Background: an optimization exercise with open tools, aiming at small area and a short achievable clock period. Do not read the settings as production practice.
No activity file was given, so power comes from the tool's default toggle rates.

v6:
Design SyncFP32Adder2, start of the top module:
module SyncFP32Adder2(
    input wire [31:0] a,
    input wire [31:0] b,
    output wire [31:0] S,
    output wire Overflow,
    input wire clk,
    input wire rst
);
Size: roughly 1,400 cells after synthesis, roughly 100 flip-flops.
==> flow/config.mk <==
export PLATFORM = sky130hd
export DESIGN_NAME = SyncFP32Adder2
export DESIGN_NICKNAME = SyncFP32Adder2
export VERILOG_FILES = /design/flow/design.v
export SDC_FILE = /design/flow/constraint.sdc
export NUM_CORES = 8
export LEC_CHECK = 0
export ABC_AREA = 1
export CAP_MARGIN = 20
export CORE_MARGIN = 2
export CORE_UTILIZATION = 55
export CTS_BUF_LIST = sky130_fd_sc_hd__clkbuf_8
export PLACE_DENSITY = 0.8
export SETUP_SLACK_MARGIN = 5
export SLEW_MARGIN = 20
==> flow/constraint.sdc <==
create_clock -name core_clock -period 9.5 [get_ports {clk}]
set_input_delay 1.9000 -clock core_clock [delete_from_list [all_inputs] [get_ports {clk}]]
set_output_delay 1.9000 -clock core_clock [all_outputs]
set_load 0.01 [all_outputs]
standard.sh (not shown) runs the stock make flow with config.mk's settings and CLKGATE_MAP_FILE= SYNTH_SCRIPT=/design/flow/synth_recipe.tcl, a recipe that flattens the netlist after the stock synthesis.
==> flow/flow/run.sh <==
#!/bin/bash
set -euo pipefail
export BUFFER_PORTS_ARGS="-buffer_cell sky130_fd_sc_hd__buf_1"
bash standard.sh > make.log 2>&1
v6 completed end to end with timing, DRC and antenna clean.
Here is what was changed in the inputs of v7 compared with v6.
- SETUP_SLACK_MARGIN: 5 -> unset
diff --git a/flow/flow/run.sh b/flow/flow/run.sh
--- a/flow/flow/run.sh
+++ b/flow/flow/run.sh
@@ -3,0 +4 @@
+export SETUP_SLACK_MARGIN=5.2
==> summary.txt <==
v6 → v7: number of fillers in the final layout has decreased, total power grew by 160 µW, final wirelength saw an increase. v7 — detailed-routed wire length on met2 about 5% higher, v6 as reference.
No run of this note included a check of the RTL's function; only the layout flow was run.


Setup of JK:
The RTL this note starts from:
==> flow/design.v <==
module FP32Adder2_align(
    input  wire [31:0] a,
    input  wire [31:0] b,
    output wire        l_sign,
    output wire [7:0]  l_exp1,    
    output wire [23:0] l_manx,    
    output wire        sub,
    output wire [23:0] t_man,     
    output wire [1:0]  t_sh       
);
    assign sub = a[31] ^ b[31];
    wire [7:0] ea = a[30:23];
    wire [7:0] eb = b[30:23];
    wire [7:0] y;
    wire       c;
    sub8 ed(.x(ea), .y(eb), .d(y), .gt(c));
    wire [7:0] s  = y ^ {8{~c}};
    wire       far = |s[7:5];                   
    wire       ha = |ea;
    wire       hb = |eb;
    wire [23:0] ta = {ha, a[22:0]};
    wire [23:0] tb = {hb, b[22:0]};
    wire [23:0] t  = c ? {1'b0, tb[23:1]} : ta;
    wire [23:0] t1 = s[2] ? {4'd0, t[23:4]} : t;
    wire [23:0] t2 = (s[3] | far) ? {8'd0, t1[23:8]} : t1;
    assign t_man  = (s[4] | far) ? {16'd0, t2[23:16]} : t2;
    assign t_sh   = s[1:0];
    wire [7:0] el = c ? ea : eb;
    assign l_exp1 = el + 8'd1;
    assign l_manx = (c ? ta : tb) ^ {24{sub}};
    assign l_sign = c ? a[31] : b[31];
endmodule
module sub8(
    input  wire [7:0] x,
    input  wire [7:0] y,
    output wire [7:0] d,
    output wire       gt
);
    wire [7:0] p = x ^ ~y;
    wire [7:0] g = x & ~y;
    wire [7:0] gl [0:3];
    wire [7:0] pl [0:3];
    assign gl[0] = g;
    assign pl[0] = p;
    genvar l, i;
    generate
        for (l = 0; l < 3; l = l + 1) begin : lv
            for (i = 0; i < 8; i = i + 1) begin : bt
                if ((i >> l) & 1) begin : m
                    localparam integer J = ((i >> l) << l) - 1;
                    assign gl[l+1][i] = gl[l][i] | (pl[l][i] & gl[l][J]);
                    assign pl[l+1][i] = pl[l][i] & pl[l][J];
                end else begin : t
                    assign gl[l+1][i] = gl[l][i];
                    assign pl[l+1][i] = pl[l][i];
                end
            end
        end
    endgenerate
    assign d  = p ^ {gl[3][6:0], 1'b0};
    assign gt = gl[3][7];
endmodule
module FP32Adder2(
    input  wire        l_sign,
    input  wire [23:0] l_manx,
    input  wire        sub,
    input  wire [23:0] t_man,
    input  wire [1:0]  t_sh,
    output wire [24:0] v,         
    output wire [4:0]  sh,        
    output wire        q,         
    output wire        sign
);
    wire [23:0] B  = t_man >> t_sh;
    wire [23:0] p0 = l_manx ^ B;
    wire [23:0] g0 = l_manx & B;
    wire [23:0] G, P;
    prefix24 pt(.g(g0), .p(p0), .G(G), .P(P));
    wire        co = G[23];              
    wire [23:0] m;
    assign m[0] = sub;
    assign m[23:1] = sub ? (co ? G[22:0] | P[22:0] : ~G[22:0]) : G[22:0];
    wire [23:0] r   = p0 ^ m;
    wire        ovf = co & ~sub;         
    wire [31:0] x = {1'b0, r[23:12], r[11] | r[10], r[9:0], 1'b0, 7'h7f};
    wire [4:0]  lz;
    lzc32 lzc(.x(x), .n(lz), .z());
    wire [24:0] v0 = {ovf, r};
    assign v    = sh[4] ? {v0[8:0], 16'd0} : v0;
    assign sh   = sub ? lz : {4'd0, ~ovf};
    assign q    = sub & ~|r[23:11];
    assign sign = l_sign ^ (sub & co);
endmodule
module FP32Adder2_norm(
    input  wire [24:0] v,
    input  wire [4:0]  sh,
    input  wire        q,
    input  wire [7:0]  l_exp1,
    input  wire        off,       
    output wire [22:0] mant,
    output wire [7:0]  exp,
    output wire        ovf
);
    wire [24:0] n = v << sh[3:0];
    assign mant = {n[23] & ~q, n[22:1]} & {23{~off}};
    wire zero = sh[4] & sh[3];
    wire [6:0] el = {1'b0, l_exp1[4:0], 1'b1} + {1'b0, ~sh, ~q};
    wire [2:0] hm = l_exp1[7:5] - 3'd1;
    wire [7:0] e  = {el[6] ? l_exp1[7:5] : hm, el[5:1]};
    assign exp = (zero | off) ? 8'd0 : e;
    wire [7:0] d  = l_exp1 ^ {3'd0, sh};
    wire [7:0] m;
    assign m[0] = 1'b1;
    genvar i;
    generate for (i = 1; i < 8; i = i + 1) begin : tm
        assign m[i] = &l_exp1[i-1:0];
    end endgenerate
    wire top = q ? ~|d : ~|(d ^ m);
    assign ovf = ~off & (~|l_exp1 | (~zero & top));
endmodule
module prefix24(
    input  wire [23:0] g,
    input  wire [23:0] p,
    output wire [23:0] G,
    output wire [23:0] P
);
    wire [23:0] gl [0:5];
    wire [23:0] pl [0:5];
    assign gl[0] = g;
    assign pl[0] = p;
    genvar l, i;
    generate
        for (l = 0; l < 5; l = l + 1) begin : lv
            for (i = 0; i < 24; i = i + 1) begin : bt
                if ((i >> l) & 1) begin : m
                    localparam integer J = ((i >> l) << l) - 1;
                    assign gl[l+1][i] = gl[l][i] | (pl[l][i] & gl[l][J]);
                    assign pl[l+1][i] = pl[l][i] & pl[l][J];
                end else begin : t
                    assign gl[l+1][i] = gl[l][i];
                    assign pl[l+1][i] = pl[l][i];
                end
            end
        end
    endgenerate
    assign G = gl[5];
    assign P = pl[5];
endmodule
module lzc32(
    input  wire [31:0] x,
    output wire [4:0]  n,
    output wire        z
);
    wire [15:0] a1;  wire [15:0] c1;
    wire [7:0]  a2;  wire [15:0] c2;
    wire [3:0]  a3;  wire [11:0] c3;
    wire [1:0]  a4;  wire [7:0]  c4;
    genvar i;
    generate
        for (i = 0; i < 16; i = i + 1) begin : l1
            assign a1[i] = x[2*i+1] | x[2*i];
            assign c1[i] = ~x[2*i+1];
        end
        for (i = 0; i < 8; i = i + 1) begin : l2
            assign a2[i] = a1[2*i+1] | a1[2*i];
            assign c2[2*i+1:2*i] = a1[2*i+1] ? {1'b0, c1[2*i+1]} : {1'b1, c1[2*i]};
        end
        for (i = 0; i < 4; i = i + 1) begin : l3
            assign a3[i] = a2[2*i+1] | a2[2*i];
            assign c3[3*i+2:3*i] = a2[2*i+1] ? {1'b0, c2[4*i+3:4*i+2]} : {1'b1, c2[4*i+1:4*i]};
        end
        for (i = 0; i < 2; i = i + 1) begin : l4
            assign a4[i] = a3[2*i+1] | a3[2*i];
            assign c4[4*i+3:4*i] = a3[2*i+1] ? {1'b0, c3[6*i+5:6*i+3]} : {1'b1, c3[6*i+2:6*i]};
        end
    endgenerate
    assign z = ~(a4[1] | a4[0]);
    assign n = a4[1] ? {1'b0, c4[7:4]} : {1'b1, c4[3:0]};
endmodule
module SyncFP32Adder2(
    input wire [31:0] a,
    input wire [31:0] b,
    output wire [31:0] S,
    output wire Overflow,
    input wire clk,
    input wire rst
);
    wire        l_sign_d, sub_d;
    wire [7:0]  l_exp1_d;
    wire [23:0] l_manx_d;
    wire [23:0] t_man_d;
    wire [1:0]  t_sh_d;
    FP32Adder2_align align(
        .a(a), .b(b),
        .l_sign(l_sign_d), .l_exp1(l_exp1_d), .l_manx(l_manx_d),
        .sub(sub_d), .t_man(t_man_d), .t_sh(t_sh_d)
    );
    reg        l_sign_q, sub_q;
    reg [7:0]  l_exp1_q;
    reg [23:0] l_manx_q;
    reg [23:0] t_man_q;
    reg [1:0]  t_sh_q;
    wire [24:0] v_d;
    wire [4:0]  sh_d;
    wire        q_d, sign_d;
    FP32Adder2 add(
        .l_sign(l_sign_q), .l_manx(l_manx_q),
        .sub(sub_q), .t_man(t_man_q), .t_sh(t_sh_q),
        .v(v_d), .sh(sh_d), .q(q_d), .sign(sign_d)
    );
    reg [24:0] v_q;
    reg [4:0]  sh_q;
    reg        q_q, sign_q;
    reg [7:0]  l_exp1_2q;
    reg first, off;
    always @(posedge clk, posedge rst) begin
        if (rst) begin
            first <= 1'b1;
            off   <= 1'b1;
        end else begin
            first <= 1'b0;
            off   <= first;
        end
    end
    always @(posedge clk) begin
        l_sign_q  <= l_sign_d;
        sub_q     <= sub_d;
        l_exp1_q  <= l_exp1_d;
        l_manx_q  <= l_manx_d;
        t_man_q   <= t_man_d;
        t_sh_q    <= t_sh_d;
        v_q       <= v_d;
        sh_q      <= sh_d;
        q_q       <= q_d;
        sign_q    <= sign_d;
        l_exp1_2q <= l_exp1_q;
    end
    wire [22:0] mant;
    wire [7:0]  exp;
    wire        ovf;
    FP32Adder2_norm norm(
        .v(v_q), .sh(sh_q), .q(q_q), .l_exp1(l_exp1_2q), .off(off),
        .mant(mant), .exp(exp), .ovf(ovf)
    );
    assign S = {sign_q & ~off, exp, mant};
    assign Overflow = ovf;
endmodule
Settings: LEC_CHECK=0, ABC_AREA=1, CAP_MARGIN=20, CORE_MARGIN=2, CORE_UTILIZATION=55, PLACE_DENSITY=0.8, SLEW_MARGIN=20; clock period 9.5 ns.
==> flow/flow/run.sh <==
#!/bin/bash
set -euo pipefail
export BUFFER_PORTS_ARGS="-buffer_cell sky130_fd_sc_hd__buf_1"
export SETUP_SLACK_MARGIN=5.2
export CTS_ARGS="-sink_clustering_enable -repair_clock_nets -buf_list sky130_fd_sc_hd__clkbuf_8 -dont_use_dummy_load"
bash standard.sh > make.log 2>&1
JK | stages: all done | timing, DRC, antenna: all pass
[inputs] MS vs JK
--- a/flow/flow/run.sh
+++ b/flow/flow/run.sh
@@ -4 +4 @@
-export SETUP_SLACK_MARGIN=5.2
+export SETUP_SLACK_MARGIN=5.3
==> comparison <==
- Changes observed in MS relative to JK: register-to-register slack now sits lower; wire length now larger; worst stage delay on the critical path now larger; multi-input logic cell count held steady.
- Looking only at post-layout total power, and setting everything else aside, the lower value of JK and MS goes to JK.
- Looking at clock network fraction of design power, MS sits 0.2 points below JK.
- Higher number of buffers inserted by post-CTS setup repair among JK and MS: MS
- Kind of critical path = reg -> out: MS; kind of critical path = in -> reg: JK
The inputs of AL differ from those of MS as listed below.
--- a/flow/flow/run.sh
+++ b/flow/flow/run.sh
@@ -5,0 +6,2 @@
+export SKIP_GATE_CLONING=1
+
==> summary.txt <==
AL — proportion of power drawn by the clock network 0.2 points higher, MS as reference
When AL is set beside MS, its proportion of layout cells with a drive suffix above 1 turns out to be 0.64 points smaller.
Diff AL and MS: iteration-0 DRC count of the detailed router lower in AL
When AL is measured against MS, its sum of met3 wire segment lengths after detailed routing turns out 20% lower.
Compared MS against AL; combinational power within noise.
No functional check of the RTL was part of any run of this note.

[static timing again, ports no longer ideal]
The flow's constraints put no driver on any port. The routed layouts listed below were extracted and timed again, unchanged, in two steps. Step 1 sets driving cells, clkbuf_16 on the clock port and buf_2 on the other inputs (assumed; they add their load-dependent delay and slew). Step 2 also shifts input and output timing later by t, the mid clock arrival at the registers, as if the neighbouring blocks saw the same clock. Slacks: ideal ports / drivers / drivers and shift; pairs: ideal ports / drivers.
run | shift t [ns] | setup slack, ns | worst setup path after step 2 | latest minus earliest clock arrival (ns) | worst slew at a driven data input, ns
v6 | 0.408 | 5.048 / 5.010 / 4.801 | input to register | 0.007 / 0.008 | 0.04
v7 | 0.414 | 5.179 / 5.142 / 4.874 | input to register | 0.015 / 0.015 | 0.03
JK | 0.394 | 5.196 / 5.206 / 4.813 | input to register | 0.019 / 0.019 | 0.04
MS | 0.397 | 5.282 / 5.245 / 4.911 | input to register | 0.026 / 0.026 | 0.05
AL | 0.404 | 5.280 / 5.243 / 4.974 | input to register | 0.027 / 0.026 | 0.04
After both steps every run listed still meets setup and hold. The setup slack of JK, which loses most, moves by +0.010 ns with the drivers and by -0.383 ns with both steps.
